Background: an optimization exercise with open tools, aiming at small area. Do not read the settings as production practice. The RTL was checked by simulation tests, not by an equivalence proof against the original design. Power and IR drop assume default switching activity.

$ cat design.v
module router_fifo(
    input            clock,
    input            resetn,
    input            write_enb,
    input            soft_reset,
    input            read_enb,
    input            hdr_in,         
    input      [7:0] data_in,
    output           empty,
    output           full,
    output reg [7:0] data_out);
    reg  [7:0] mem [0:15];
    reg [15:0] hdr;
    reg        wrapped;              
    reg  [4:0] rd_ptr, wr_ptr;
    reg  [6:0] cnt_m1;               
    wire eq_lo = (rd_ptr[3:0] == wr_ptr[3:0]);
    assign empty = eq_lo & (rd_ptr[4] == wr_ptr[4]);
    assign full  = eq_lo & (rd_ptr[4] != wr_ptr[4]);
    wire clr = ~resetn | soft_reset;
    wire we  = write_enb & ~full;
    wire [15:0] wsel = 16'd1 << wr_ptr[3:0];
    wire [15:0] rsel = 16'd1 << rd_ptr[3:0];
    integer i;
    always @(posedge clock) begin
        for (i = 0; i < 16; i = i + 1)
            if (we & wsel[i]) mem[i] <= data_in;
    end
    always @(posedge clock) begin
        for (i = 0; i < 16; i = i + 1)
            if (we & wsel[i]) hdr[i] <= hdr_in;
    end
    always @(posedge clock) begin
        if (clr) begin
            wr_ptr  <= 5'd0;
            wrapped <= 1'b0;
        end else if (we) begin
            wr_ptr <= wr_ptr + 5'd1;
            if (&wr_ptr[3:0]) wrapped <= 1'b1;
        end
    end
    wire rvalid = wrapped | (rd_ptr[3:0] < wr_ptr[3:0]);
    wire [8:0] rword [0:15];
    wire [8:0] rbit;
    genvar b, k;
    generate
        for (k = 0; k < 16; k = k + 1) begin : g_word
            assign rword[k] = {hdr[k], mem[k]};
        end
        for (b = 0; b < 9; b = b + 1) begin : g_bit
            wire [5:0] t;
            for (k = 0; k < 5; k = k + 1) begin : g_grp
                router_aoi222 u_aoi(.a(rword[3*k][b]), .sa(rsel[3*k]),
                                    .b(rword[3*k+1][b]), .sb(rsel[3*k+1]),
                                    .c(rword[3*k+2][b]), .sc(rsel[3*k+2]), .y(t[k]));
            end
            assign t[5] = ~(rword[15][b] & rsel[15]);
            wire h0, h1;
            router_nand3 u_n0(.a(t[0]), .b(t[1]), .c(t[2]), .y(h0));
            router_nand3 u_n1(.a(t[3]), .b(t[4]), .c(t[5]), .y(h1));
            assign rbit[b] = h0 | h1;
        end
    endgenerate
    wire [7:0] rdata = rbit[7:0];
    wire       rhdr  = rbit[8];
    wire cnt_zero = &cnt_m1;
    wire rd_ok    = read_enb & ~empty;
    wire do_read  = rd_ok & ~cnt_zero & ~soft_reset;
    wire rd_data  = do_read & rvalid;
    always @(posedge clock) begin
        if (!resetn) begin
            data_out <= 8'd0;
            rd_ptr   <= 5'd0;
        end else begin
            data_out <= rd_data ? rdata : 8'd0;
            if (do_read) rd_ptr <= rd_ptr + 5'd1;
        end
    end
    always @(posedge clock) begin
        if (clr) cnt_m1 <= 7'h7f;
        else if (rhdr & rvalid) cnt_m1 <= {1'b0, rdata[7:2]};
        else if (rd_ok) cnt_m1 <= cnt_m1 - 7'd1;
    end
endmodule
module router_aoi222(input a, input sa, input b, input sb, input c, input sc, output y);
    assign y = ~((a & sa) | (b & sb) | (c & sc));
endmodule
module router_nand3(input a, input b, input c, output y);
    assign y = ~(a & b & c);
endmodule
module router_fsm(
    input            clock,
    input            resetn,
    input            pkt_valid,
    input      [7:0] data_in,
    input            soft_reset,        
    input            empty_0, empty_1, empty_2,
    input            full_0, full_1, full_2,
    output           busy,
    output reg       err,
    output reg [7:0] dout,              
    output     [2:0] write_enb,
    output reg       hdr_next);         
    localparam [2:0] DECODE_ADDRESS     = 3'b000,
                     LOAD_FIRST_DATA    = 3'b001,
                     LOAD_DATA          = 3'b010,
                     LOAD_PARITY        = 3'b011,
                     FIFO_FULL_STATE    = 3'b100,
                     LOAD_AFTER_FULL    = 3'b101,
                     WAIT_TILL_EMPTY    = 3'b110,
                     CHECK_PARITY_ERROR = 3'b111;
    reg [2:0] state, next_state;
    reg [1:0] addr;                     
    reg [1:0] sel;                      
    reg       parity_done, low_pkt_valid;
    reg [7:0] fifo_full_state, internal_parity, packet_parity;
    wire detect_add = (state == DECODE_ADDRESS);
    wire lfd_state  = (state == LOAD_FIRST_DATA);
    wire ld_state   = (state == LOAD_DATA);
    wire laf_state  = (state == LOAD_AFTER_FULL);
    wire cpe_state  = (state == CHECK_PARITY_ERROR);
    wire write_enb_reg = ld_state | (state == LOAD_PARITY) | laf_state;
    assign busy = ~(detect_add | ld_state);
    reg fifo_full, empty_in, empty_addr;
    always @(*) begin
        case (sel)
            2'd0: fifo_full = full_0;
            2'd1: fifo_full = full_1;
            2'd2: fifo_full = full_2;
            default: fifo_full = 1'b0;
        endcase
        case (data_in[1:0])
            2'd0: empty_in = empty_0;
            2'd1: empty_in = empty_1;
            default: empty_in = empty_2;
        endcase
        case (addr)
            2'd0: empty_addr = empty_0;
            2'd1: empty_addr = empty_1;
            2'd2: empty_addr = empty_2;
            default: empty_addr = 1'b0;
        endcase
    end
    assign write_enb[0] = write_enb_reg & (sel == 2'd0);
    assign write_enb[1] = write_enb_reg & (sel == 2'd1);
    assign write_enb[2] = write_enb_reg & (sel == 2'd2);
    wire take_hdr = pkt_valid & (data_in[1:0] != 2'd3);
    always @(*) begin
        case (state)
            DECODE_ADDRESS:     next_state = !take_hdr ? DECODE_ADDRESS :
                                             empty_in ? LOAD_FIRST_DATA : WAIT_TILL_EMPTY;
            LOAD_FIRST_DATA:    next_state = LOAD_DATA;
            LOAD_DATA:          next_state = fifo_full ? FIFO_FULL_STATE :
                                             !pkt_valid ? LOAD_PARITY : LOAD_DATA;
            LOAD_PARITY:        next_state = CHECK_PARITY_ERROR;
            FIFO_FULL_STATE:    next_state = fifo_full ? FIFO_FULL_STATE : LOAD_AFTER_FULL;
            LOAD_AFTER_FULL:    next_state = parity_done ? DECODE_ADDRESS :
                                             low_pkt_valid ? LOAD_PARITY : LOAD_DATA;
            WAIT_TILL_EMPTY:    next_state = empty_addr ? LOAD_FIRST_DATA : WAIT_TILL_EMPTY;
            default:            next_state = fifo_full ? FIFO_FULL_STATE : DECODE_ADDRESS;
        endcase
    end
    always @(posedge clock) begin
        if (!resetn | soft_reset) state <= DECODE_ADDRESS;
        else state <= next_state;
    end
    always @(posedge clock) begin
        addr <= data_in[1:0];
        if (detect_add) sel <= data_in[1:0];
        hdr_next <= lfd_state;
    end
    always @(posedge clock) begin
        if (detect_add | (ld_state & ~fifo_full)) dout <= data_in;
        else if (laf_state) dout <= fifo_full_state;
    end
    always @(posedge clock) begin
        if (!resetn) fifo_full_state <= 8'd0;
        else if (ld_state & fifo_full) fifo_full_state <= data_in;
    end
    always @(posedge clock) begin
        if (!resetn) parity_done <= 1'b0;
        else if ((ld_state & ~fifo_full & ~pkt_valid) | (laf_state & low_pkt_valid)) parity_done <= 1'b1;
        else if (detect_add) parity_done <= 1'b0;
    end
    always @(posedge clock) begin
        if (!resetn | cpe_state) low_pkt_valid <= 1'b0;
        else if (~pkt_valid & ld_state) low_pkt_valid <= 1'b1;
    end
    always @(posedge clock) begin
        if (!resetn) err <= 1'b0;
        else err <= parity_done & (internal_parity != packet_parity);
    end
    always @(posedge clock) begin
        if ((ld_state & ~pkt_valid & ~fifo_full) | (laf_state & low_pkt_valid & parity_done))
            packet_parity <= data_in;
        else if ((~pkt_valid & cpe_state) | detect_add)
            packet_parity <= 8'd0;
    end
    always @(posedge clock) begin
        if (lfd_state) internal_parity <= dout;
        else if (ld_state & pkt_valid) internal_parity <= internal_parity ^ data_in;
        else if (~pkt_valid & cpe_state) internal_parity <= 8'd0;
    end
endmodule
module router_sync(
    input      clock,
    input      resetn,
    input      wait_rd,             
    output reg soft_reset);
    reg [4:0] lfsr;
    wire hit = (lfsr == 5'b11000);
    always @(posedge clock) begin
        if (~wait_rd | hit) lfsr <= 5'd0;
        else lfsr <= {lfsr[3:0], ~(lfsr[4] ^ lfsr[2])};
        soft_reset <= resetn & wait_rd & hit;
    end
endmodule
module router_top(
    input        clock,
    input        resetn,
    input        read_enb_0,
    input        read_enb_1,
    input        read_enb_2,
    input  [7:0] data_in,
    input        pkt_valid,
    output [7:0] data_out_0,
    output [7:0] data_out_1,
    output [7:0] data_out_2,
    output       valid_out_0,
    output       valid_out_1,
    output       valid_out_2,
    output       error,
    output       busy
);
    wire [2:0] write_enb;
    wire [7:0] dout;
    wire hdr_next;
    wire empty_0, empty_1, empty_2, full_0, full_1, full_2;
    wire soft_reset_0, soft_reset_1, soft_reset_2;
    router_fsm ctrl(.clock(clock), .resetn(resetn), .pkt_valid(pkt_valid), .data_in(data_in),
                    .soft_reset(soft_reset_0 | soft_reset_1 | soft_reset_2),
                    .empty_0(empty_0), .empty_1(empty_1), .empty_2(empty_2),
                    .full_0(full_0), .full_1(full_1), .full_2(full_2),
                    .busy(busy), .err(error), .dout(dout), .write_enb(write_enb),
                    .hdr_next(hdr_next));
    router_sync wd_0(.clock(clock), .resetn(resetn), .wait_rd(~empty_0 & ~read_enb_0), .soft_reset(soft_reset_0));
    router_sync wd_1(.clock(clock), .resetn(resetn), .wait_rd(~empty_1 & ~read_enb_1), .soft_reset(soft_reset_1));
    router_sync wd_2(.clock(clock), .resetn(resetn), .wait_rd(~empty_2 & ~read_enb_2), .soft_reset(soft_reset_2));
    router_fifo fifo_0(.clock(clock), .resetn(resetn), .write_enb(write_enb[0]), .soft_reset(soft_reset_0),
                       .read_enb(read_enb_0), .hdr_in(hdr_next), .data_in(dout),
                       .empty(empty_0), .full(full_0), .data_out(data_out_0));
    router_fifo fifo_1(.clock(clock), .resetn(resetn), .write_enb(write_enb[1]), .soft_reset(soft_reset_1),
                       .read_enb(read_enb_1), .hdr_in(hdr_next), .data_in(dout),
                       .empty(empty_1), .full(full_1), .data_out(data_out_1));
    router_fifo fifo_2(.clock(clock), .resetn(resetn), .write_enb(write_enb[2]), .soft_reset(soft_reset_2),
                       .read_enb(read_enb_2), .hdr_in(hdr_next), .data_in(dout),
                       .empty(empty_2), .full(full_2), .data_out(data_out_2));
    assign valid_out_0 = ~empty_0;
    assign valid_out_1 = ~empty_1;
    assign valid_out_2 = ~empty_2;
endmodule
$ cat flow/run.sh
#!/bin/bash
# The standard ORFS layout (standard.sh) with two steps given their own arguments:
# - clock tree: mid-size clock buffers (clkbuf_8) in clusters of up to 15 sinks
#   and no dummy loads, instead of clkbuf_16 with dummy loads;
# - port buffers: every input and output port still gets a buffer, a buf_1.
# All output goes to standard.log here; ORFS's per-step logs are under orfs/logs.
set -euo pipefail
export CTS_ARGS="-sink_clustering_enable -repair_clock_nets -dont_use_dummy_load -buf_list sky130_fd_sc_hd__clkbuf_8 -sink_clustering_size 15 -sink_clustering_max_diameter 80"
export BUFFER_PORTS_ARGS="-buffer_cell sky130_fd_sc_hd__buf_1"
bash standard.sh > standard.log 2>&1
$ cat standard.sh
#!/bin/bash
# synth_recipe.tcl (not shown) runs the flow's synth.tcl, then flattens the netlist and writes it again
# the make line also repeats each setting of config.mk as NAME=value (left out here)
make -C /OpenROAD-flow-scripts/flow DESIGN_CONFIG=/design/flow/config.mk WORK_HOME=/design/flow/orfs CLKGATE_MAP_FILE= SYNTH_SCRIPT=/design/flow/synth_recipe.tcl "${@:-finish}"
$ cat config.mk
export PLATFORM = sky130hd
export DESIGN_NAME = router_top
export DESIGN_NICKNAME = router_top
export VERILOG_FILES = /design/flow/design.v
export SDC_FILE = /design/flow/constraint.sdc
export NUM_CORES = 4
export LEC_CHECK = 0
export CAP_MARGIN = 20
export CORE_MARGIN = 2
export CORE_UTILIZATION = 60
export PLACE_DENSITY = 0.75
export SLEW_MARGIN = 20
export SYNTH_HIERARCHICAL = 1
export SYNTH_MINIMUM_KEEP_SIZE = 0
$ cat constraint.sdc
create_clock -name core_clock -period 5.0 [get_ports {clock}]
set_input_delay 1.0000 -clock core_clock [delete_from_list [all_inputs] [get_ports {clock}]]
set_output_delay 1.0000 -clock core_clock [all_outputs]
set_load 0.01 [all_outputs]
==> results of run 1 <==
## cell families (layout without fill, tap and decap cells)
family | after synthesis | count (layout)
flip-flops | 571 | 571
AND/OR/NAND/NOR | 475 | 475
AO/OA/AOI/OAI | 237 | 237
buffers and inverters | 76 | 140
XOR/XNOR | 55 | 55
adder cells (fa/ha/maj) | 54 | 54
multiplexers | 18 | 18
other | 0 | 1
## Yosys stat by module, one instance, submodules excluded
module         area (µm²)  cells inside  flip-flops and latches  times used
router_aoi222        10.0             1                       0         135
router_fsm           2100           174                      43           1
router_fifo          5960           357                     170           3
router_sync           186            15                       6           3
router_top           28.8             7                       0           1
router_nand3         5.00             1                       0          54
## synthesized netlist by cell type, types with 4 or more instances
cell type	number	area [µm²]
o221a_2	4	45.0
ha_1	54	676
buf_2	4	20.0
nand4_1	16	100
nand2_1	78	293
a22o_1	8	70.1
o31a_1	6	52.6
a222oi_1	135	1350
xnor2_1	27	236
or3_1	8	50.1
dfxtp_1	113	2260
a211oi_1	5	37.5
buf_6	9	101
edfxtp_1	458	13800
and4_1	6	52.6
nor4_1	8	50.1
a22oi_1	15	113
mux2_2	8	90.1
a21oi_1	21	105
xor2_1	28	245
nor2_1	142	533
o21ai_0	17	85.1
a21o_1	5	37.5
nor2b_1	19	119
and2_1	51	319
inv_1	43	161
nor3_1	27	135
clkbuf_1	20	75.1
and3_1	10	62.6
mux2i_1	10	100
and2_2	11	82.6
nand3_1	70	350
nand2b_1	10	62.6
## metal layers
layer / GRT usage / part of all wire
met1: 0.347 / 0.42
met2: 0.408 / 0.48
met3: 0.0294 / 0.076
met4: 0.0749 / 0.028
met5: 0 / 0
## critical path, stage by stage, from the launching register on
cell     delay (ps)
dfxtp_1         560
inv_1           190
ha_1            380
and4_1          230
nand2_1         100
inv_1           260
inv_1            70
buf_1           130
## metrics by stage
step | util | worst slack [ps] | hold WS (ps) | total power [W]
after global placement | 0.625 | 1810 | 419 | 0.00789
after detailed placement | 0.625 | 1650 | 436 | 0.00795
after global routing | 0.643 | 1320 | 450 | 0.0104
after CTS | 0.642 | 1580 | 431 | 0.0100
after floorplan | - | 2380 | 413 | 0.00725
final | 0.643 | 1510 | 432 | 0.00999
## worst max-delay path by stage
stage                                               end  slack (ps)  cells past startpoint
detailed placement           fifo_1.mem[0][4]$_DFFE_PP_        1650                      6
floorplan           ctrl.packet_parity[0]$_SDFFCE_PN0P_        2380                     10
CTS                                         valid_out_2        1580                      7
global placement                fifo_0.hdr[0]$_DFFE_PP_        1810                      6
finish                                      valid_out_2        1510                      7
global route                                valid_out_2        1320                      7
## cell type report
| type | count | area share |
|---|---|---|
| antenna | 1 | 0.000107 |
| clock buffer | 44 | 0.0258 |
| inverter | 43 | 0.00687 |
| multi-input combinational | 839 | 0.250 |
| sequential | 571 | 0.682 |
| tap | 468 | 0.0249 |
| timing repair buffer | 53 | 0.0102 |
## power breakdown
part           switching [W]  internal [W]  leakage (nW)
Combinational        0.00127      0.000486          2.57
Clock                0.00135      0.000790         0.316
Sequential          0.000235       0.00587          5.10
Total                0.00285       0.00715          7.99
## registers in the layout, indices dropped and copies added, names as in the netlist, 7 cells and up
register,count
fifo_2.hdr,16
ctrl.packet_parity,8
ctrl.internal_parity,8
fifo_0.data_out,8
fifo_1.hdr,16
fifo_1.data_out,8
ctrl.fifo_full_state,8
ctrl.dout,8
fifo_0.cnt_m1,7
fifo_2.data_out,8
fifo_0.mem,128
fifo_0.hdr,16
fifo_1.mem,128
fifo_2.cnt_m1,7
fifo_2.mem,128
fifo_1.cnt_m1,7
==> impl_metrics.csv, run 1 <==
group,metric,value,unit
worst_setup_path,r2r-end,"fifo_1.hdr[6]$_DFFE_PP_",
worst_hold_path,min_from,"wd_0.lfsr[3]$_SDFF_PP0_",
synth,yosys_warnings,11,
clock_tree,cts_root_buffer,"clkbuf_8",
placed_design,dpl.hpwl,30800,µm
worst_setup_path,startpoint_type,"flop",
route,wl_per_cell,23.6,µm
job,cap_violations,0,
timing,hold_viol,0,
timing,min_period_over_period,0.698,
synth,synth_simple_gate_area_frac,0.108,
clock_tree,cts_setup_buffers,0,
timing,tightest_slew,1050,ps
route,detail_route.first_pass.iterations,10,
worst_setup_path,endpoint_kind,"output port",
grt,antenna_found_initial,1,
die,io_pins,43,
grt,grt_pass1_vias,12800,
grt,grt_first_pass_wirelength,72200,µm
finish,seqCellArea,16000,µm²
worst_setup_path,crit_type,"reg -> out",
die,start_util,0.608,
worst_hold_path,hold_depth,2,
worst_setup_path,startpoint,"fifo_2.wr_ptr[3]$_SDFFE_PP0P_",
timing,relSlewSlack,0.295,
route,wl,47600,µm
finish,final_common_cell,"edfxtp_1",
placed_design,dp_cells,1974,
power,max-vdd-ir-drop,0.307,mV
clock_tree,cts_tree,"done",
finish,layout-drive-gt1-share,0.0697,
synth,ys_ff_latch,571,
synth,syn_area_per_cell,14.9,µm²
route,antenna_left,0,
grt,grt_usage,0.246,
clock_tree,clkTransAtPathRegs,100,ps
die,fp.dieW,196,µm
timing,skew,72.0,ps
timing,final-max-slew-violation-count,0,
outcome,status,"finished clean",
worst_setup_path,rrSetupSlack,1740,ps
route,route.vias.total,13100,
synth,ys.flop_type,"edfxtp_1",
timing,fin_setup_tns,0,ps
route,drtIter0Drc,1563,
worst_setup_path,r2r_start,"ctrl.state[2]$_SDFF_PP0_",
timing,fmax,286,MHz
worst_setup_path,reg2reg_depth,6,
finish,area_growth,5.78,%
synth,async_flop_share,0,
placed_design,gp_congestion,0.849,
die,die_area,38600,µm²
placed_design,numPortBuffers,42,
timing,grt_setup_unrepaired,"false",
grt,grt_max_degree,50,
synth,synth_cells,1486,
timing,setup_violations,0,
finish,multi_input_area,5870,µm²
finish,stdcell_count,2019,
die,rows,70,
die,die_h,196,µm
synth,synth_seq_area_share,0.721,
clock_tree,cts_sinks,571,
worst_hold_path,hold_end,"wd_0.lfsr[4]$_SDFF_PP0_",
placed_design,placed_cell_area,22800,µm²
synth,yosys.cell_types.count,55,
worst_setup_path,crit_arrival,2490,ps
finish,final_cell_mix,"edfxtp_1, nor2_1, a222oi_1",
worst_hold_path,hp-class,"reg -> reg",
route,remaining_drc_errors,0,
grt,globalRouteOverflowTotal,0,
worst_setup_path,crit_fanout,9,
power,power.density,426,nW/µm²
clock_tree,cts_max_path_buffers,3,
synth,synth_top_family_by_area,"simple AND/OR/NAND/NOR gates",
timing,min_period,3490,ps
route,vias_per_cell,6.47,
synth,synth-compound-area-share,0.0941,
power,p_leak,7.99,nW
clock_tree,cts_buffers,44,
clock_tree,post_cts_resized,0,
synth,synth_xor_area_frac,0.0217,
synth,synth_edf_count,458,
worst_setup_path,worst_ep_required_time,4000,ps
synth,muxShareOfSynthArea,0.00857,
finish,fin_area,23500,µm²
synth,mappedNetlistArea,22200,µm²
finish,layout.nets,1620,
clock_tree,insertion_delay,570,ps
synth,synth.net_count,1554,
synth,synth_fa_ha_area_frac,0.0304,
clock_tree,htree_num_levels,2,
clock_tree,cts.hold.buffers_added,0,
finish,final.fill_count,2644,
die,core_area,36500,µm²
==> inputs of run 2 (changes only) <==
--- a/design.v
+++ b/design.v
@@ -19,16 +19,29 @@
     assign full  = eq_lo & (rd_ptr[4] != wr_ptr[4]);
     wire clr = ~resetn | soft_reset;
     wire we  = write_enb & ~full;
-    wire [15:0] wsel = 16'd1 << wr_ptr[3:0];
-    wire [15:0] rsel = 16'd1 << rd_ptr[3:0];
+    wire [3:0] wlo_n, whi_n, rlo_n, rhi_n;
+    wire [15:0] wsel, rsel;
+    genvar j;
+    generate
+        for (j = 0; j < 4; j = j + 1) begin : g_pre
+            assign wlo_n[j] = ~(we & (wr_ptr[1:0] == j));
+            assign whi_n[j] = ~(wr_ptr[3:2] == j);
+            assign rlo_n[j] = ~(rd_ptr[1:0] == j);
+            assign rhi_n[j] = ~(rd_ptr[3:2] == j);
+        end
+        for (j = 0; j < 16; j = j + 1) begin : g_sel
+            router_nor2 u_w(.a(wlo_n[j % 4]), .b(whi_n[j / 4]), .y(wsel[j]));
+            router_nor2 u_r(.a(rlo_n[j % 4]), .b(rhi_n[j / 4]), .y(rsel[j]));
+        end
+    endgenerate
     integer i;
     always @(posedge clock) begin
         for (i = 0; i < 16; i = i + 1)
-            if (we & wsel[i]) mem[i] <= data_in;
+            if (wsel[i]) mem[i] <= data_in;
     end
     always @(posedge clock) begin
         for (i = 0; i < 16; i = i + 1)
-            if (we & wsel[i]) hdr[i] <= hdr_in;
+            if (wsel[i]) hdr[i] <= hdr_in;
     end
     always @(posedge clock) begin
         if (clr) begin
@@ -87,6 +100,9 @@
 endmodule
 module router_nand3(input a, input b, input c, output y);
     assign y = ~(a & b & c);
+endmodule
+module router_nor2(input a, input b, output y);
+    assign y = ~(a | b);
 endmodule
 module router_fsm(
     input            clock,
--- a/config.mk
+++ b/config.mk
@@ -8,6 +8,7 @@
 export CAP_MARGIN = 20
 export CORE_MARGIN = 2
 export CORE_UTILIZATION = 60
+export GPL_TIMING_DRIVEN = 0
 export PLACE_DENSITY = 0.75
 export SLEW_MARGIN = 20
 export SYNTH_HIERARCHICAL = 1
==> impl_metrics.csv, run 2 <==
group,metric,value,unit
worst_setup_path,startpoint_type,"flop",
finish,reg_top3,"fifo_0.mem x128, fifo_1.mem x128, fifo_2.mem x128",
timing,relSlewSlack,0.356,
worst_setup_path,crit_fanout,9,
finish,final_cell_mix,"edfxtp_1, nor2_1, a222oi_1",
finish,multi_input_area,5820,µm²
outcome,status,"finished clean",
timing,final-max-slew-violation-count,0,
worst_setup_path,crit_arrival,2730,ps
timing,setup_violations,0,
synth,ys_ff_latch,571,
synth,syn_area_per_cell,14.9,µm²
route,drtIter0Drc,1804,
worst_setup_path,critical-path-max-stage-delay,620,ps
die,start_util,0.606,
worst_setup_path,worst_ep_required_time,4000,ps
synth,ys.flop_type,"edfxtp_1",
synth,synth.top_cell.area_share,0.621,
finish,final.fill_count,2610,
grt,grt_first_pass_wirelength,74300,µm
worst_hold_path,hp-class,"reg -> reg",
placed_design,numPortBuffers,42,
clock_tree,cts_root_buffer,"clkbuf_8",
placed_design,dpl.hpwl,32900,µm
route,vias_per_cell,6.55,
timing,skew,33.9,ps
worst_setup_path,cp_num_buf_inv,3,
synth,yosysMostFrequentCell,"edfxtp_1",
timing,grt_setup_unrepaired,"false",
clock_tree,post_cts_resized,0,
synth,synth_cells,1486,
synth,synth.net_count,1542,
power,p_leak,7.87,nW
worst_setup_path,cp_top_family,"simple AND/OR/NAND/NOR gates",
timing,fin_setup_tns,0,ps
finish,layout.nets,1648,
clock_tree,clkTransAtPathRegs,90,ps
die,die_area,38500,µm²
clock_tree,cts_tree,"done",
worst_setup_path,cpMostUsedCell,"inv_1",
route,wl,48000,µm
timing,min_period,3730,ps
synth,yosys_warnings,11,
route,detail_route.first_pass.iterations,8,
synth,async_flop_share,0,
die,die_h,196,µm
clock_tree,cts.hold.buffers_added,0,
grt,globalRouteOverflowTotal,0,
power,power.density,416,nW/µm²
power,max-vdd-ir-drop,0.292,mV
synth,synth_top_cells_by_area,"edfxtp_1, dfxtp_1, a222oi_1",
clock_tree,htree_num_levels,2,
clock_tree,cts_buffers,44,
worst_setup_path,crit_path_top_delay_cell,"nor2_1",
timing,min_period_over_period,0.746,
grt,grt_max_degree,36,
synth,yosys.cell_types.count,63,
route,antenna_left,0,
timing,tightest_slew,962,ps
finish,seqCellArea,16000,µm²
grt,grt_pass1_vias,13300,
finish,layout-drive-gt1-share,0.0830,
die,fp.dieW,196,µm
synth,synth_edf_count,458,
timing,fmax,268,MHz
timing,hold_viol,0,
die,core_area,36500,µm²
clock_tree,cts_sinks,571,
die,io_pins,43,
route,wl_per_cell,23.3,µm
worst_setup_path,path_cells,"inv_1 -> ha_1 -> nand4_2 -> nor2_1 -> inv_1 -> buf_1",
worst_setup_path,crit_type,"reg -> out",
die,rows,70,
synth,synth_area_leader_cell,"edfxtp_1",
grt,antenna_found_initial,0,
synth,synth_seq_area_share,0.723,
finish,final_common_cell,"edfxtp_1",
synth,mappedNetlistArea,22100,µm²
clock_tree,insertion_delay,590,ps
power,total_power,0.00990,W
finish,area_growth,7.39,%
clock_tree,cts_setup_buffers,0,
placed_design,gp_congestion,0.822,
synth,synth_common_cells,"edfxtp_1, nor2_1, a222oi_1",
worst_setup_path,endpoint_kind,"output port",
route,route.vias.total,13500,
grt,grt_usage,0.252,
route,remaining_drc_errors,0,
job,cap_violations,0,
clock_tree,cts_max_path_buffers,3,
==> run 2: layout make-up <==
type | instances | area share
Antenna cell | 1 | 0.000105
Buffer | 18 | 0.00479
Clock buffer | 44 | 0.0255
Inverter | 52 | 0.00821
Multi-Input combinational cell | 845 | 0.245
Sequential cell | 571 | 0.673
Tap cell | 468 | 0.0246
Timing Repair Buffer | 60 | 0.0186
==> run 2: stage by stage <==
| stage | cells | worst slack [ps] | instance area, µm² | hold WS (ps) | utilization |
|---|---|---|---|---|---|
| global placement | 1996 | 1790 | 22900 | 423 | 0.627 |
| global route | 2058 | 1130 | 23800 | 467 | 0.651 |
| finish | 2059 | 1270 | 23800 | 442 | 0.651 |
| CTS | 2058 | 1240 | 23800 | 444 | 0.651 |
| detailed placement | 2014 | 1860 | 23200 | 433 | 0.635 |
| floorplan | 1486 | 2450 | 22100 | 413 | - |
==> run 2: logic make-up after synthesis <==
family / count (synthesis) / share of synthesized area
AOI/OAI and AO/OA: 264 / 0.103
xor gates and xnor gates: 46 / 0.0192
adders and majority gates: 42 / 0.0237
buffers and inverters: 70 / 0.0140
DFF: 571 / 0.723
muxes: 30 / 0.0142
and+or+nand+nor: 463 / 0.102
==> run 2: modules after synthesis, one instance, submodules excluded <==
module / flops+latches / cell area (µm²) / copies in the design / cells
router_nor2: 0 / 3.75 / 96 / 1
router_aoi222: 0 / 10.0 / 135 / 1
router_fsm: 43 / 2100 / 1 / 174
router_sync: 6 / 186 / 3 / 15
router_top: 0 / 28.8 / 1 / 7
router_fifo: 170 / 5830 / 3 / 325
router_nand3: 0 / 5.00 / 54 / 1
==> run 2: power by group <==
part	leakage, nW	switching, W	internal [W]
Sequential	5.10	0.000300	0.00588
Combinational	2.45	0.00104	0.000547
Clock	0.316	0.00135	0.000791
Total	7.87	0.00269	0.00722
==> run 2: worst min-delay path: stages, from the launching register on <==
cell and delay [ps]:
dfxtp_1 320, nand2_1 60, nor2_1 40
==> run 2: layer usage <==
| layer | part of all wire | wire length [µm] | GRT usage | vias up |
|---|---|---|---|---|
| met1 | 0.41 | 19700 | 0.352 | 6660 |
| met2 | 0.48 | 22900 | 0.410 | 638 |
| met5 | 0 | 0 | 0 | - |
| met4 | 0.030 | 1450 | 0.0918 | 0 |
| met3 | 0.082 | 3940 | 0.0364 | 108 |
| li1 | - | - | - | 6084 |
==> run 2: path summary, 6_finish.rpt <==
kind / to / cells past startpoint / slack [ps] / from
worst max-delay path: valid_out_1 / 6 / 1270 / fifo_1.rd_ptr[0]$_SDFFE_PN0P_
worst min-delay path: wd_2.lfsr[4]$_SDFF_PP0_ / 2 / 440 / wd_2.lfsr[3]$_SDFF_PP0_
worst max register to register: fifo_0.mem[10][0]$_DFFE_PP_ / 7 / 1730 / ctrl.state[2]$_SDFF_PP0_
worst min register to register: wd_2.lfsr[4]$_SDFF_PP0_ / 2 / 440 / wd_2.lfsr[3]$_SDFF_PP0_
==> inputs of run 3 (changes only) <==
--- a/config.mk
+++ b/config.mk
@@ -8,7 +8,6 @@
 export CAP_MARGIN = 20
 export CORE_MARGIN = 2
 export CORE_UTILIZATION = 60
-export GPL_TIMING_DRIVEN = 0
 export PLACE_DENSITY = 0.75
 export SLEW_MARGIN = 20
 export SYNTH_HIERARCHICAL = 1
==> impl_metrics.csv, run 3 <==
group,metric,value,unit
worst_setup_path,crit_fanout,9,
placed_design,dpl.hpwl,31800,µm
synth,synth-compound-area-share,0.103,
synth,yosys_warnings,11,
timing,min_period,3450,ps
synth,yosys.cell_types.count,63,
power,total_power,0.00974,W
route,antenna_left,0,
die,rows,70,
clock_tree,cts_buffers,44,
synth,synth_area_leader_cell,"edfxtp_1",
grt,grt_pass1_vias,13100,
timing,fmax,290,MHz
synth,mappedNetlistArea,22100,µm²
clock_tree,cts_tree,"done",
synth,synth.top_cell.area_share,0.621,
placed_design,numPortBuffers,42,
worst_setup_path,worst_ep_required_time,4000,ps
timing,setup_violations,0,
timing,relSlewSlack,0.308,
power,max-vdd-ir-drop,0.331,mV
worst_setup_path,critical-path-max-stage-delay,440,ps
synth,synth_fa_ha_area_frac,0.0237,
clock_tree,cts_max_path_buffers,3,
finish,fin_area,23500,µm²
grt,globalRouteOverflowTotal,0,
route,wl,48700,µm
clock_tree,cts.hold.buffers_added,0,
grt,grt_usage,0.256,
grt,grt_first_pass_wirelength,75300,µm
synth,synth.net_count,1542,
finish,final_cell_mix,"edfxtp_1, nor2_1, a222oi_1",
grt,antenna_found_initial,1,
job,cap_violations,0,
synth,ys_ff_latch,571,
finish,layout.nets,1622,
synth,synth_common_cells,"edfxtp_1, nor2_1, a222oi_1",
clock_tree,cts_root_buffer,"clkbuf_8",
worst_setup_path,crit_path_top_delay_cell,"nor2_1",
die,die_h,196,µm
placed_design,placed_cell_area,22800,µm²
worst_setup_path,crit_type,"reg -> out",
finish,layout-drive-gt1-share,0.0748,
outcome,status,"finished clean",
synth,ys.flop_type,"edfxtp_1",
clock_tree,cts_setup_buffers,0,
worst_setup_path,startpoint_type,"flop",
timing,min_period_over_period,0.690,
synth,syn_area_per_cell,14.9,µm²
timing,skew,57.4,ps
synth,synth_simple_gate_area_frac,0.102,
synth,yosysMostFrequentCell,"edfxtp_1",
synth,synth_cells,1486,
synth,synth_seq_area_share,0.723,
clock_tree,htree_num_levels,2,
die,io_pins,43,
worst_setup_path,path_cells,"inv_1 -> ha_1 -> nand4_2 -> nor2_1 -> inv_1 -> buf_1",
die,fp.dieW,196,µm
die,core_area,36500,µm²
clock_tree,clkTransAtPathRegs,100,ps
timing,tightest_slew,1040,ps
worst_setup_path,cp_num_buf_inv,3,
route,wl_per_cell,24.0,µm
synth,muxShareOfSynthArea,0.0142,
finish,reg_top3,"fifo_0.mem x128, fifo_1.mem x128, fifo_2.mem x128",
finish,area_growth,5.96,%
timing,fin_setup_tns,0,ps
route,drtIter0Drc,2092,
clock_tree,insertion_delay,570,ps
timing,grt_setup_unrepaired,"false",
synth,synth_edf_count,458,
placed_design,gp_congestion,0.876,
timing,hold_viol,0,
power,p_leak,7.73,nW
synth,synth_top_family_by_area,"compound AO/OA/AOI/OAI gates",
worst_setup_path,crit_arrival,2450,ps
worst_setup_path,endpoint_kind,"output port",
clock_tree,post_cts_resized,0,
route,remaining_drc_errors,0,
synth,synth_top_cells_by_area,"edfxtp_1, dfxtp_1, a222oi_1",
power,power.density,415,nW/µm²
die,start_util,0.606,
route,route.vias.total,13400,
grt,grt_max_degree,50,
die,die_area,38500,µm²
finish,final_common_cell,"edfxtp_1",
worst_hold_path,hp-class,"reg -> reg",
worst_setup_path,cpMostUsedCell,"inv_1",
synth,synth_xor_area_frac,0.0192,
worst_setup_path,cp_top_family,"simple AND/OR/NAND/NOR gates",
timing,final-max-slew-violation-count,0,
synth,async_flop_share,0,
route,detail_route.first_pass.iterations,10,
clock_tree,cts_sinks,571,
finish,diodes,0,
route,vias_per_cell,6.58,
## run 3: final cells by class
| cell class | count | area [µm²] |
|---|---|---|
| Sequential cell | 571 | 16000 |
| Fill cell | 2618 | 13100 |
| Multi-Input combinational cell | 845 | 5820 |
| Clock buffer | 44 | 606 |
| Tap cell | 468 | 586 |
| Timing Repair Buffer | 52 | 241 |
| Inverter | 52 | 195 |
## run 3: worst reg2reg max path, stage by stage, from the launching register on
cell and delay [ps]:
dfxtp_1 690, nand2b_1 180, o21ai_0 160, nor3b_1 430, nor2b_1 310, nand2_1 210, nor2_1 660
## run 3: cells by family (layout without fill, tap and decap cells)
kind of cell               after synthesis  count (layout)
AOI/OAI and AO/OA                      264             264
xor gates and xnor gates                46              46
adders and majority gates               42              42
buffers and inverters                   70             148
DFF                                    571             571
muxes                                   30              30
and+or+nand+nor                        463             463
## run 3: layer usage
layer	part of all wire	wire, µm	vias to the layer above	track usage
met5	0.00027	13	-	0
met4	0.023	1120	2	0.0637
met3	0.087	4260	98	0.0387
met2	0.48	23300	642	0.421
met1	0.41	20000	6595	0.365
li1	-	-	6037	-
## run 3: where the power goes
group          internal, W  total, W  switching, W
registers          0.00589   0.00611      0.000217
logic             0.000375   0.00151       0.00114
clock network     0.000790   0.00212       0.00133
## run 3: through the flow
step	hold WS, ps	util	instances	setup slack, ps
after floorplan	413	-	1486	2450
after detailed placement	429	0.626	1987	2060
after global routing	420	0.643	2032	1350
final	394	0.643	2032	1550
after global placement	419	0.626	1987	2140
after CTS	403	0.642	2031	1520
## run 3: modules after synthesis, one instance, submodules excluded
module / area (µm²) / times used
router_top: 28.8 / 1
router_sync: 186 / 3
router_fifo: 5830 / 3
router_aoi222: 10.0 / 135
router_nand3: 5.00 / 54
router_fsm: 2100 / 1
router_nor2: 3.75 / 96
## run 3: worst paths after layout
path | slack, ps | depth (start not counted) | startpoint | end
max | 1550 | 6 | fifo_1.rd_ptr[0]$_SDFFE_PN0P_ | valid_out_1
min reg2reg | 390 | 2 | wd_1.lfsr[3]$_SDFF_PP0_ | wd_1.lfsr[4]$_SDFF_PP0_
max reg2reg | 1980 | 6 | ctrl.state[1]$_SDFF_PP0_ | fifo_0.mem[6][4]$_DFFE_PP_
min | 390 | 2 | wd_1.lfsr[3]$_SDFF_PP0_ | wd_1.lfsr[4]$_SDFF_PP0_
==> inputs of run 4 (changes only) <==
--- a/design.v
+++ b/design.v
@@ -76,7 +76,7 @@
     endgenerate
     wire [7:0] rdata = rbit[7:0];
     wire       rhdr  = rbit[8];
-    wire cnt_zero = &cnt_m1;
+    wire cnt_zero = ~|cnt_m1;
     wire rd_ok    = read_enb & ~empty;
     wire do_read  = rd_ok & ~cnt_zero & ~soft_reset;
     wire rd_data  = do_read & rvalid;
@@ -90,9 +90,9 @@
         end
     end
     always @(posedge clock) begin
-        if (clr) cnt_m1 <= 7'h7f;
-        else if (rhdr & rvalid) cnt_m1 <= {1'b0, rdata[7:2]};
-        else if (rd_ok) cnt_m1 <= cnt_m1 - 7'd1;
+        if (clr) cnt_m1 <= 7'h00;
+        else if (rhdr & rvalid) cnt_m1 <= {1'b1, ~rdata[7:2]};
+        else if (rd_ok) cnt_m1 <= cnt_m1 + 7'd1;
     end
 endmodule
 module router_aoi222(input a, input sa, input b, input sb, input c, input sc, output y);
==> impl_metrics.csv, run 4 <==
group,metric,value,unit
die,rows,70,
clock_tree,cts_setup_buffers,0,
synth,synth_edf_count,458,
die,io_pins,43,
worst_setup_path,crit_fanout,11,
timing,fin_setup_tns,0,ps
synth,synth.top_cell.area_share,0.627,
finish,multi_input_area,5670,µm²
timing,grt_setup_unrepaired,"false",
clock_tree,clkTransAtPathRegs,110,ps
die,die_area,38100,µm²
route,wl_per_cell,24.9,µm
synth,ys.flop_type,"edfxtp_1",
timing,tightest_slew,1070,ps
synth,syn_area_per_cell,15.0,µm²
placed_design,dpl.hpwl,32500,µm
timing,skew,59.0,ps
timing,hold_viol,0,
grt,grt_max_degree,50,
power,total_power,0.00985,W
timing,setup_violations,0,
clock_tree,post_cts_resized,0,
die,start_util,0.604,
clock_tree,cts.hold.buffers_added,0,
finish,final_cell_mix,"edfxtp_1, nor2_1, a222oi_1",
finish,area_growth,6.28,%
clock_tree,cts_root_buffer,"clkbuf_8",
finish,reg_top3,"fifo_0.mem x128, fifo_1.mem x128, fifo_2.mem x128",
power,power.density,422,nW/µm²
grt,grt_first_pass_wirelength,75200,µm
placed_design,gp_congestion,0.875,
power,p_leak,7.86,nW
route,detail_route.first_pass.iterations,10,
synth,synth_common_cells,"edfxtp_1, nor2_1, a222oi_1",
die,core_area,36300,µm²
synth,async_flop_share,0,
grt,grt_pass1_vias,13000,
outcome,status,"finished clean",
timing,relSlewSlack,0.287,
job,cap_violations,0,
finish,layout.nets,1599,
synth,yosys_warnings,11,
synth,yosysMostFrequentCell,"edfxtp_1",
worst_setup_path,rrSetupSlack,1590,ps
placed_design,numPortBuffers,42,
worst_setup_path,worst_ep_required_time,5230,ps
worst_setup_path,crit_arrival,3640,ps
clock_tree,cts_buffers,44,
synth,synth_top_cells_by_area,"edfxtp_1, dfxtp_1, a222oi_1",
clock_tree,insertion_delay,610,ps
worst_setup_path,r2r_start,"ctrl.state[2]$_SDFF_PP0_",
worst_setup_path,crit_type,"reg -> reg",
worst_setup_path,endpoint_kind,"flop",
synth,yosys.cell_types.count,58,
synth,synth_area_leader_cell,"edfxtp_1",
finish,seqCellArea,16000,µm²
clock_tree,cts_max_path_buffers,3,
finish,layout-drive-gt1-share,0.0740,
finish,final_common_cell,"edfxtp_1",
route,wl,50000,µm
worst_hold_path,hp-class,"reg -> reg",
worst_setup_path,startpoint_type,"flop",
clock_tree,htree_num_levels,2,
clock_tree,cts_tree,"done",
worst_setup_path,startpoint,"ctrl.state[2]$_SDFF_PP0_",
die,fp.dieW,195,µm
power,max-vdd-ir-drop,0.288,mV
synth,mappedNetlistArea,22000,µm²
die,die_h,195,µm
route,remaining_drc_errors,0,
timing,min_period_over_period,0.682,
route,drtIter0Drc,2142,
synth,synth_cells,1459,
synth,ys_ff_latch,571,
route,route.vias.total,13300,
clock_tree,cts_sinks,571,
synth,synth.net_count,1515,
grt,grt_usage,0.262,
route,vias_per_cell,6.61,
grt,globalRouteOverflowTotal,0,
worst_hold_path,min_from,"wd_1.lfsr[3]$_SDFF_PP0_",
synth,synth_seq_area_share,0.730,
timing,min_period,3410,ps
timing,fmax,293,MHz
route,antenna_left,0,
grt,antenna_found_initial,1,
finish,final.fill_count,2589,
timing,final-max-slew-violation-count,0,
[run 4: worst max-delay path, stage by stage, from the launching register on]
cell      delay, ps
dfxtp_1         550
nand2_1         170
o21ai_0         410
and3b_2         290
a21boi_1        560
nand2_1         340
nor2_1          710
[run 4: cells by family after synthesis]
logic type               after synthesis  share of synthesized area
XOR/XNOR                              64                     0.0266
adder cells (fa/ha/maj)               42                     0.0239
flip-flops                           571                      0.730
buffers and inverters                 64                     0.0122
AND/OR/NAND/NOR                      466                      0.104
multiplexers                          30                     0.0143
AO/OA/AOI/OAI                        222                     0.0899
[run 4: per-module statistics from Yosys, one instance, submodules excluded]
module,cell area (µm²),flip-flops and latches,cells inside
router_aoi222,10.0,0,1
router_fifo,5760,170,316
router_fsm,2100,43,174
router_nand3,5.00,0,1
router_nor2,3.75,0,1
router_sync,186,6,15
router_top,28.8,0,7
[run 4: cell type report]
type | instances | share of cell area
repair buffers | 56 | 0.0119
multi-input cells | 824 | 0.243
inverters | 46 | 0.00740
clock buffers | 44 | 0.0260
diodes | 1 | 0.000107
well taps | 468 | 0.0251
flip-flops and latches | 571 | 0.687
[run 4: where the power goes]
part / total [W] / internal [W] / switching (W)
Sequential: 0.00616 / 0.00589 / 0.000267
Clock: 0.00214 / 0.000789 / 0.00135
Combinational: 0.00156 / 0.000403 / 0.00115
Total: 0.00985 / 0.00709 / 0.00277
[run 4: worst paths after layout]
path | depth (start not counted) | end
worst max-delay path | 6 | fifo_1.mem[6][1]$_DFFE_PP_
worst max register to register | 6 | fifo_1.mem[6][1]$_DFFE_PP_
worst min register to register | 2 | wd_1.lfsr[4]$_SDFF_PP0_
worst min-delay path | 2 | wd_1.lfsr[4]$_SDFF_PP0_
[run 4: stage by stage]
step                      std cells  setup WS [ps]  area (µm²)  hold WS (ps)   util
final                          2010           1590       23300           413  0.642
after global routing           2010           1340       23300           424  0.642
after CTS                      2009           1590       23300           415  0.642
after detailed placement       1965           1620       22700           423  0.625
after global placement         1963           1710       22700           422  0.624
after floorplan                1459           2540       22000           413      -
[run 4: layer usage]
metal	part of all wire	vias to the layer above	global-route usage	wire [µm]
met5	0	-	0	0
met3	0.096	115	0.0370	4820
li1	-	5854	-	-
met4	0.032	0	0.0930	1620
met2	0.47	809	0.425	23700
met1	0.40	6514	0.368	19900
==> inputs of run 5 (changes only) <==
==> flow/run.sh (replaced) <==
#!/bin/bash
# The standard ORFS layout (standard.sh) with two steps given their own arguments:
# - clock tree: mid-size clock buffers (clkbuf_8) in clusters of up to 16 sinks
#   and no dummy loads, instead of clkbuf_16 with dummy loads;
# - port buffers: every input and output port still gets a buffer, a buf_1.
# All output goes to standard.log here; ORFS's per-step logs are under orfs/logs.
set -euo pipefail
export CTS_ARGS="-sink_clustering_enable -repair_clock_nets -dont_use_dummy_load -buf_list sky130_fd_sc_hd__clkbuf_8 -sink_clustering_size 16 -sink_clustering_max_diameter 80"
export BUFFER_PORTS_ARGS="-buffer_cell sky130_fd_sc_hd__buf_1"
bash standard.sh > standard.log 2>&1
==> impl_metrics.csv, run 5 <==
group,metric,value,unit
timing,min_period_over_period,0.683,
clock_tree,cts_root_buffer,"clkbuf_8",
placed_design,gp_congestion,0.875,
timing,tightest_slew,1060,ps
grt,antenna_found_initial,1,
synth,synth.net_count,1515,
synth,yosysMostFrequentCell,"edfxtp_1",
synth,ys.flop_type,"edfxtp_1",
worst_setup_path,r2r_start,"ctrl.state[2]$_SDFF_PP0_",
timing,grt_setup_unrepaired,"false",
synth,synth_area_leader_cell,"edfxtp_1",
timing,setup_violations,0,
power,total_power,0.00979,W
grt,globalRouteOverflowTotal,0,
finish,area_growth,6.09,%
synth,synth_edf_count,458,
die,io_pins,43,
finish,fin_area,23300,µm²
synth,yosys_warnings,11,
finish,reg_top3,"fifo_0.mem x128, fifo_1.mem x128, fifo_2.mem x128",
die,die_h,195,µm
synth,synth_top_cells_by_area,"edfxtp_1, dfxtp_1, a222oi_1",
clock_tree,cts_max_path_buffers,3,
route,drtIter0Drc,2153,
clock_tree,cts_sinks,571,
timing,min_period,3420,ps
grt,grt_first_pass_wirelength,75300,µm
timing,skew,55.4,ps
placed_design,dpl.hpwl,32500,µm
power,power.density,420,nW/µm²
timing,relSlewSlack,0.293,
worst_hold_path,min_from,"wd_2.lfsr[3]$_SDFF_PP0_",
grt,grt_usage,0.261,
clock_tree,insertion_delay,590,ps
synth,ys_ff_latch,571,
route,wl,49900,µm
clock_tree,cts_setup_buffers,0,
worst_setup_path,rrSetupSlack,1580,ps
route,antenna_left,0,
placed_design,numPortBuffers,42,
synth,yosys.cell_types.count,58,
timing,final-max-slew-violation-count,0,
worst_setup_path,worst_ep_required_time,5210,ps
finish,final_core_utilization,0.641,
synth,synth_seq_area_share,0.730,
clock_tree,post_cts_resized,0,
synth,mappedNetlistArea,22000,µm²
die,start_util,0.604,
worst_setup_path,startpoint_type,"flop",
timing,hold_viol,0,
die,fp.dieW,195,µm
worst_hold_path,hp-class,"reg -> reg",
placed_design,placed_cell_area,22700,µm²
finish,layout.nets,1596,
timing,fin_setup_tns,0,ps
grt,grt_pass1_vias,13100,
worst_setup_path,crit_fanout,11,
synth,synth_cells,1459,
route,wl_per_cell,24.9,µm
finish,layout-drive-gt1-share,0.0722,
route,detail_route.first_pass.iterations,14,
die,die_area,38100,µm²
job,cap_violations,0,
worst_setup_path,startpoint,"ctrl.state[2]$_SDFF_PP0_",
synth,synth_common_cells,"edfxtp_1, nor2_1, a222oi_1",
clock_tree,clkTransAtPathRegs,110,ps
clock_tree,cts.hold.buffers_added,0,
worst_setup_path,crit_arrival,3620,ps
outcome,status,"finished clean",
worst_setup_path,endpoint_kind,"flop",
route,vias_per_cell,6.63,
die,rows,70,
route,route.vias.total,13300,
route,remaining_drc_errors,0,
clock_tree,cts_buffers,41,
synth,synth.top_cell.area_share,0.627,
clock_tree,cts_tree,"done",
timing,fmax,293,MHz
power,p_leak,7.84,nW
power,max-vdd-ir-drop,0.309,mV
finish,final_cell_mix,"edfxtp_1, nor2_1, a222oi_1",
die,core_area,36300,µm²
synth,syn_area_per_cell,15.0,µm²
finish,final_common_cell,"edfxtp_1",
synth,async_flop_share,0,
grt,grt_max_degree,50,
worst_setup_path,crit_type,"reg -> reg",
clock_tree,htree_num_levels,2,
==> run 5: cell counts after synthesis <==
No cell type changed its count.
==> run 5: kinds of logic after synthesis <==
kind of cell,after synthesis,share of synthesized area
fa+ha+maj,42,0.0239
mux,30,0.0143
xor+xnor,64,0.0266
buf+inv,64,0.0122
compound gates,222,0.0899
flops,571,0.730
simple gates,466,0.104
==> run 5: stage by stage <==
step / hold slack, ps / setup WS, ps / std cells
global route: 448 / 1320 / 2007
detailed placement: 423 / 1620 / 1965
finish: 435 / 1580 / 2007
CTS: 437 / 1640 / 2006
floorplan: 413 / 2540 / 1459
global placement: 422 / 1710 / 1963
==> run 5: final cells by class <==
cell class	count	area [µm²]
clock buffers	41	564
multi-input cells	824	5670
inverters	46	173
diodes	1	2.50
fillers	2605	13100
well taps	468	586
repair buffers	56	278
flip-flops and latches	571	16000
==> run 5: worst max-delay path, stage by stage (launching register included) <==
cell and delay (ps):
dfxtp_1 550, nand2_1 170, o21ai_0 440, and3b_2 300, a21boi_1 560, nand2_1 360
nor2_1 700
==> run 5: path summary, 6_finish.rpt <==
check	end	depth (start not counted)
max	fifo_1.hdr[6]$_DFFE_PP_	6
min	wd_2.lfsr[4]$_SDFF_PP0_	2
max reg2reg	fifo_1.hdr[6]$_DFFE_PP_	6
min reg2reg	wd_2.lfsr[4]$_SDFF_PP0_	2
==> run 5: metal layers <==
metal	vias up	share of wire	global-route usage
met1	6558	0.40	0.367
met3	117	0.089	0.0377
met4	0	0.033	0.0919
met2	782	0.48	0.424
met5	-	0	0
li1	5845	-	-
==> run 5: power by group <==
| group | internal [W] | total (W) | switching (W) | leakage (nW) |
|---|---|---|---|---|
| clock | 0.000738 | 0.00207 | 0.00133 | 0.295 |
| sequential | 0.00589 | 0.00616 | 0.000268 | 5.10 |
| combinational | 0.000403 | 0.00156 | 0.00115 | 2.44 |
==> run 5: Yosys stat by module, one instance, submodules excluded <==
module / cells / cell area [µm²]
router_aoi222: 1 / 10.0
router_nand3: 1 / 5.00
router_top: 7 / 28.8
router_sync: 15 / 186
router_fifo: 316 / 5760
router_fsm: 174 / 2100
router_nor2: 1 / 3.75
==> inputs of run 6 (changes only) <==
--- a/config.mk
+++ b/config.mk
@@ -7,8 +7,8 @@
 export LEC_CHECK = 0
 export CAP_MARGIN = 20
 export CORE_MARGIN = 2
-export CORE_UTILIZATION = 60
-export PLACE_DENSITY = 0.75
+export CORE_UTILIZATION = 70
+export PLACE_DENSITY = 0.85
 export SLEW_MARGIN = 20
 export SYNTH_HIERARCHICAL = 1
 export SYNTH_MINIMUM_KEEP_SIZE = 0
==> impl_metrics.csv, run 6 <==
group,metric,value,unit
route,remaining_drc_errors,0,
synth,synth_edf_count,458,
job,cap_violations,0,
worst_setup_path,cpMostUsedCell,"nand2_1",
timing,fin_setup_tns,0,ps
worst_setup_path,crit_end,"fifo_1.mem[4][5]$_DFFE_PP_",
grt,grt_first_pass_wirelength,75900,µm
synth,synth.net_count,1515,
finish,layout-drive-gt1-share,0.0722,
die,fp.dieW,181,µm
clock_tree,htree_num_levels,2,
grt,antenna_found_initial,1,
worst_setup_path,crit_path_top_delay_cell,"nor2_1",
synth,synth_cells,1459,
worst_setup_path,r2r_start,"ctrl.state[2]$_SDFF_PP0_",
die,io_pins,43,
worst_setup_path,cp_top_family,"simple AND/OR/NAND/NOR gates",
synth,yosysMostFrequentCell,"edfxtp_1",
grt,grt_pass1_vias,13500,
finish,final_cell_mix,"edfxtp_1, nor2_1, a222oi_1",
timing,skew,40.0,ps
synth,synth.top_cell.area_share,0.627,
synth,yosys_warnings,11,
timing,whs,442,ps
route,wl_per_cell,26.0,µm
timing,tightest_slew,1170,ps
worst_setup_path,path_depth,6,
synth,ys_ff_latch,571,
synth,async_flop_share,0,
finish,seqCellArea,16000,µm²
die,start_util,0.714,
route,drtIter0Drc,2402,
synth,ys.flop_type,"edfxtp_1",
worst_setup_path,startpoint_type,"flop",
die,die_h,181,µm
clock_tree,post_cts_resized,0,
timing,relSlewSlack,0.220,
worst_setup_path,crit_fanout,11,
grt,globalRouteOverflowTotal,0,
clock_tree,cts_setup_buffers,0,
worst_setup_path,critical-path-max-stage-delay,710,ps
worst_setup_path,crit_type,"reg -> reg",
timing,grt_setup_unrepaired,"false",
grt,grt_usage,0.307,
clock_tree,cts.hold.buffers_added,0,
worst_setup_path,endpoint_kind,"flop",
placed_design,dpl.hpwl,33400,µm
finish,area_growth,5.69,%
timing,min_period_over_period,0.690,
grt,grt_max_degree,50,
placed_design,gp_congestion,0.964,
worst_setup_path,startpoint,"ctrl.state[2]$_SDFF_PP0_",
synth,synth_area_leader_cell,"edfxtp_1",
timing,setup_violations,0,
die,rows,64,
route,vias_per_cell,7.00,
timing,fmax,290,MHz
finish,final_common_cell,"edfxtp_1",
timing,min_period,3450,ps
clock_tree,cts_root_buffer,"clkbuf_8",
timing,hold_viol,0,
clock_tree,insertion_delay,580,ps
synth,mappedNetlistArea,22000,µm²
clock_tree,cts_buffers,41,
route,route.vias.total,13500,
clock_tree,cts_max_path_buffers,3,
worst_setup_path,crit_arrival,3640,ps
die,core_area,30700,µm²
worst_setup_path,rrSetupSlack,1550,ps
die,die_area,32800,µm²
power,max-vdd-ir-drop,0.388,mV
power,p_leak,7.84,nW
worst_setup_path,reg2reg_depth,6,
synth,synth_common_cells,"edfxtp_1, nor2_1, a222oi_1",
synth,synth_top_cells_by_area,"edfxtp_1, dfxtp_1, a222oi_1",
finish,multi_input_area,5670,µm²
worst_hold_path,hp-class,"reg -> reg",
timing,final-max-slew-violation-count,0,
power,power.density,422,nW/µm²
route,antenna_left,0,
outcome,status,"finished clean",
synth,synth_seq_area_share,0.730,
finish,final.fill_count,1852,
worst_setup_path,path_cells,"nand2_1 -> o21ai_0 -> and3b_2 -> a21boi_1 -> nand2_1 -> nor2_1",
synth,syn_area_per_cell,15.0,µm²
clock_tree,cts_tree,"done",
finish,reg_top3,"fifo_0.mem x128, fifo_1.mem x128, fifo_2.mem x128",
route,detail_route.first_pass.iterations,15,
clock_tree,clkTransAtPathRegs,100,ps
worst_setup_path,worst_ep_required_time,5190,ps
finish,layout.nets,1595,
route,wl,50400,µm
worst_setup_path,r2r-end,"fifo_1.mem[4][5]$_DFFE_PP_",
clock_tree,cts_sinks,571,
synth,yosys.cell_types.count,58,
worst_setup_path,cp_num_buf_inv,0,
placed_design,numPortBuffers,42,
[run 6: cell counts after synthesis]
Identical to the previous run, type by type.
[run 6: worst min path at each step]
stage	startpoint	endpoint	slack, ps	cells after the start
6_report	wd_2.lfsr[3]$_SDFF_PP0_	wd_2.lfsr[4]$_SDFF_PP0_	440	2
5_1_grt	wd_1.lfsr[3]$_SDFF_PP0_	wd_1.lfsr[4]$_SDFF_PP0_	470	2
4_1_cts	wd_2.lfsr[3]$_SDFF_PP0_	wd_2.lfsr[4]$_SDFF_PP0_	440	2
3_5_place_dp	wd_2.lfsr[3]$_SDFF_PP0_	wd_2.lfsr[4]$_SDFF_PP0_	430	2
3_3_place_gp	wd_1.lfsr[3]$_SDFF_PP0_	wd_1.lfsr[4]$_SDFF_PP0_	420	2
2_1_floorplan	wd_0.lfsr[3]$_SDFF_PP0_	wd_0.lfsr[4]$_SDFF_PP0_	410	2
[run 6: kinds of logic after synthesis]
| family | Yosys count | share of synthesized area |
|---|---|---|
| flops | 571 | 0.730 |
| simple gates | 466 | 0.104 |
| compound gates | 222 | 0.0899 |
| xor+xnor | 64 | 0.0266 |
| buf+inv | 64 | 0.0122 |
| fa+ha+maj | 42 | 0.0239 |
| mux | 30 | 0.0143 |
[run 6: per-module statistics from Yosys, one instance, submodules excluded]
module         flops+latches  copies in the design  area, µm²  cells
router_aoi222              0                   135       10.0      1
router_fifo              170                     3       5760    316
router_fsm                43                     1       2100    174
router_nand3               0                    54       5.00      1
router_nor2                0                    96       3.75      1
router_sync                6                     3        186     15
router_top                 0                     1       28.8      7
[run 6: worst register-to-register path, stage by stage (launching register included)]
cell and delay, ps:
dfxtp_1 550, nand2_1 170, o21ai_0 450, and3b_2 290
a21boi_1 550, nand2_1 350, nor2_1 710
[run 6: report_power, final]
group / internal [W] / switching, W
clock network: 0.000739 / 0.00131
registers: 0.00590 / 0.000372
logic: 0.000410 / 0.00107
total: 0.00705 / 0.00275
[run 6: per-stage QoR]
step	power (W)	area [µm²]	std cells	util	setup slack [ps]
3_3_place_gp	0.00774	22600	1889	0.735	1770
2_1_floorplan	0.00702	22000	1459	-	2540
6_report	0.00979	23200	1934	0.755	1550
3_5_place_dp	0.00783	22600	1892	0.736	1640
4_1_cts	0.00979	23200	1933	0.754	1570
5_1_grt	0.0101	23200	1933	0.754	1370
[run 6: layer usage]
metal	track usage	up-vias	routed length, µm
li1	-	5837	-
met1	0.408	6563	18600
met2	0.506	995	23900
met3	0.0637	151	5780
met4	0.121	0	2070
met5	0	-	0
[run 6: final cells by class]
cell class                      instances  share of cell area
Sequential cell                       571               0.690
Multi-Input combinational cell        824               0.244
Clock buffer                           41              0.0243
Tap cell                              396              0.0214
Timing Repair Buffer                   55              0.0120
Inverter                               46             0.00744
Antenna cell                            1            0.000108

static timing again, ports no longer ideal:
How much do the figures lean on ideal ports? The routed layouts below were timed once more, with nothing changed but the port constraints.
Step 1 (the two cells are an assumption about what drives the block):
set clk [get_ports {clock}]
set_driving_cell -lib_cell sky130_fd_sc_hd__clkbuf_16 $clk
set_driving_cell -lib_cell sky130_fd_sc_hd__buf_2 [delete_from_list [all_inputs] $clk]
Step 2 times the ports against the registers' clock, not the clock port: input delays grow and output delays shrink by t, the midpoint of the rising clock arrivals with the driver on.
a / b / c = no drivers / after step 1 / after step 2; a / b = the first two.
run | shift t [ns] | slack for setup (ns) | slew at the worst register clock pin (ns)
run 1 | 0.594 | 1.508 / 1.456 / 1.737 | 0.10 / 0.10
run 2 | 0.622 | 1.271 / 1.222 / 1.727 | 0.10 / 0.10
run 3 | 0.600 | 1.551 / 1.504 / 1.983 | 0.10 / 0.10
run 4 | 0.642 | 1.591 / 1.591 / 1.591 | 0.11 / 0.11
run 5 | 0.615 | 1.584 / 1.584 / 1.584 | 0.11 / 0.11
run 6 | 0.611 | 1.552 / 1.552 / 1.552 | 0.10 / 0.10
After both steps every run listed still meets setup and hold.
